What follows belongs to an exercise in optimizing a design on an open flow for small area, a short achievable clock period and few clock cycles per item; a production flow would make more cautious choices.
Where RTL was checked, it was by simulation tests only, not by an equivalence proof against the original.
The clock port is modelled as an ideal driver, which makes a skipped or thinned clock tree look cheaper than it is; a real chip needs a root buffer or a tree.
No activity file was given, so power comes from the tool's default toggle rates.

==> module automaton_pick, before the edit <==
module automaton_pick(
    input         world_in,
    input         rst,
    input         ch0,
    input         ch1,
    input         is_read,
    input  [12:0] wr,           
    input  [12:0] rd,           
    output        we,           
    output [12:0] nxt);
    wire   do_wr = is_read & (world_in ? ch1 : ch0);
    assign we  = do_wr & ~rst;
    assign nxt = rst ? 13'd0 : do_wr ? wr : rd;
endmodule
==> module automaton, before the edit <==
module automaton(
    input               clk,
    input               rst,
    input      [31:0]   rule,
    output reg [5:0]    row,
    output reg [5:0]    col,
    output reg          world_we,
    input               world_in,
    output reg          world_out,
    output reg          update_done);
    reg [17:0] sr;          
    reg [63:0] st;          
    reg        c0, c1;      
    reg        halo;        
    reg        first;       
    wire       is_read = ~world_we;
    wire [2:0] s_ = row[5:3];
    wire [2:0] j_ = row[2:0];
    wire       rh = is_read & halo;             
    wire       rd = is_read & ~halo;            
    wire       col0  = (col == 6'd0);
    wire       col63 = (col == 6'd63);
    wire       j7 = (j_ == 3'd7);
    wire [2:0] sd = rh ? (col63 ? 3'd0 : 3'd7) : {2'b00, j7} + {2'b00, ~is_read & col63};
    wire [5:0] nr_row = {s_ + sd, rh ? j_ : j_ + 3'd1};
    wire [5:0] nr_col = col + {5'd0, ~rd};
    wire       nr_halo = ~rh & j7;
    wire       mW    = rd ? (col == 6'd1) : col0;              
    wire       j0    = rh | j7;                                
    wire       q     = (rd & col0) ? (s_ == 3'd0) : (s_ == 3'd7);
    wire       mN    = rh ? (s_ == 3'd1) : (j7 & q);           
    wire       mS    = ~rh & (j_ == 3'd6) & q;                 
    wire       tS = is_read ? sr[6]  : sr[7];
    wire       tC = is_read ? sr[7]  : sr[8];
    wire       tN = is_read ? sr[8]  : sr[9];
    wire       tW = is_read ? sr[16] : sr[17];
    wire       bN = (j0 ? st[63] : tN) & ~mN;
    wire       bW = tW & ~mW;
    wire       bS = tS & ~mS;
    wire       n0, n1;
    automaton_rule lut(.rule(rule), .sel(16'd1 << {bN, bW, tC, bS}),
                       .n0(n0), .n1(n1));
    wire       valid = ~halo & ~(first & col0);
    wire       ch0 = valid & (c0 ^ sr[8]);
    wire       ch1 = valid & ((col0 ? c0 : c1) ^ sr[8]);
    wire [5:0] wr_row = {col0 ? s_ - 3'd1 : s_, j_};
    wire       we_n;
    wire [5:0] n_row, n_col;
    wire       n_halo;
    automaton_pick pick(.world_in(world_in), .rst(rst), .ch0(ch0), .ch1(ch1),
                        .is_read(is_read),
                        .wr({wr_row, col - 6'd1, 1'b0}),
                        .rd({nr_row, nr_col, nr_halo}),
                        .we(we_n), .nxt({n_row, n_col, n_halo}));
    always @(posedge clk) begin
        if (is_read)
            sr <= {sr[16:0], world_in};
        if (is_read & ~halo & (row[2:0] == 3'd0))
            st <= {st[62:0], sr[1]};
        world_out <= ~sr[8];
        row <= n_row;
        col <= n_col;
        halo <= n_halo;
        world_we <= we_n;
        c0 <= n0;
        c1 <= n1;
        if (rst) begin
            first <= 1'b1;
            update_done <= 1'b0;
        end else begin
            first <= first & col0;
            update_done <= is_read & halo & ~first & (row == 6'd8) & (col == 6'd0);
        end
    end
endmodule
export LEC_CHECK = 0
export ABC_AREA = 1
export CAP_MARGIN = 20
export CORE_MARGIN = 2
export CORE_UTILIZATION = 50
export GPL_ROUTABILITY_DRIVEN = 1
export GPL_TIMING_DRIVEN = 1
export PLACE_DENSITY = 0.6
export SLEW_MARGIN = 20
export SYNTH_HIERARCHICAL = 1
create_clock -name core_clock -period 10.0 [get_ports {clk}]
standard.sh (not shown) runs the stock make flow with config.mk's settings and CLKGATE_MAP_FILE= SYNTH_SCRIPT=/design/flow/synth_recipe.tcl, a recipe that flattens the netlist after the stock synthesis.
==> flow/flow/run.sh <==
#!/bin/bash
set -euo pipefail
bash standard.sh SYNTH_SCRIPT=$(pwd)/flow/synth_own.tcl SETUP_SLACK_MARGIN=7.2 BUFFER_PORTS_ARGS="-buffer_cell sky130_fd_sc_hd__buf_1" PRE_CTS_TCL=$(pwd)/flow/own_cts.tcl  finish > standard.log 2>&1
Other scripts of this flow, unchanged in this note and not shown: flow/flow/abc_own.script, flow/flow/own_cts.tcl, flow/flow/synth_own.tcl
Change:
--- a/flow/design.v
+++ b/flow/design.v
@@ -18,5 +18,4 @@
 module automaton_pick(
     input         world_in,
-    input         rst,
     input         ch0,
     input         ch1,
@@ -24,9 +23,8 @@
     input  [12:0] wr,           
     input  [12:0] rd,           
-    output        we,           
+    output        do_wr,
     output [12:0] nxt);
-    wire   do_wr = is_read & (world_in ? ch1 : ch0);
-    assign we  = do_wr & ~rst;
-    assign nxt = rst ? 13'd0 : do_wr ? wr : rd;
+    assign do_wr = is_read & (world_in ? ch1 : ch0);
+    assign nxt   = do_wr ? wr : rd;
 endmodule
 module automaton(
@@ -76,12 +74,12 @@
     wire       ch1 = valid & ((col0 ? c0 : c1) ^ sr[8]);
     wire [5:0] wr_row = {col0 ? s_ - 3'd1 : s_, j_};
-    wire       we_n;
+    wire       do_wr;
     wire [5:0] n_row, n_col;
     wire       n_halo;
-    automaton_pick pick(.world_in(world_in), .rst(rst), .ch0(ch0), .ch1(ch1),
+    automaton_pick pick(.world_in(world_in), .ch0(ch0), .ch1(ch1),
                         .is_read(is_read),
-                        .wr({wr_row, col - 6'd1, 1'b0}),
-                        .rd({nr_row, nr_col, nr_halo}),
-                        .we(we_n), .nxt({n_row, n_col, n_halo}));
+                        .wr(rst ? 13'd0 : {wr_row, col - 6'd1, 1'b0}),
+                        .rd(rst ? 13'd0 : {nr_row, nr_col, nr_halo}),
+                        .do_wr(do_wr), .nxt({n_row, n_col, n_halo}));
     always @(posedge clk) begin
         if (is_read)
@@ -93,5 +91,5 @@
         col <= n_col;
         halo <= n_halo;
-        world_we <= we_n;
+        world_we <= do_wr & ~rst;
         c0 <= n0;
         c1 <= n1;
After rerunning:
- cell count rose by 0.99%
- register-to-register slack is better by 0.08 ns
- final area drops by 0.45%
- fmax drops by 0.61%
- clock skew grows by 0.0039 ns
- power is lower by 1.9%
- hold slack stays flat
- area after synthesis is lower by 1.3%
- die area fell by 1.2%
- global-route usage grows by 1.0 points
- wire length rose by 7.6%
- sequential share of layout area goes up by 0.24 points
- sequential power hardly moves
- first-iteration DRC count is higher by 15%
Testbench counts after the change, summed over its fixed seeds: cycles 2,499,633, generations 384.
Function not checked in the first run of this note: the RTL went through the layout flow alone. In every run of this note, the design's own scripts or RTL, not TritonCTS, make the clock network.

==> port drivers added, routing unchanged <==
Ports are ideal in the flow. The routed layouts listed here were re-timed in OpenROAD.
Step 1 sets driving cells, clkbuf_16 on the clock port and buf_2 on the other inputs (assumed; they add their load-dependent delay and slew).
Step 2, shift: input delay + t, output delay - t, t = (earliest + latest rising clock arrival at the registers) / 2. This alone moves slack from input paths to output paths.
Three values: ideal, step 1, step 2; two values: the first two.
run	shift t [ns]	setup slack, ns	latest minus earliest clock arrival (ns)	cell pins on the clock port's net
the first run	0.224	7.253 / 7.180 / 7.137	0.008 / 0.008	4
the second run	0.224	7.236 / 7.165 / 7.113	0.012 / 0.011	4
After both steps setup and hold are still met in every run listed. For the second run, which loses most, drivers alone change the setup slack by -0.071 ns; drivers and shift together by -0.123 ns.
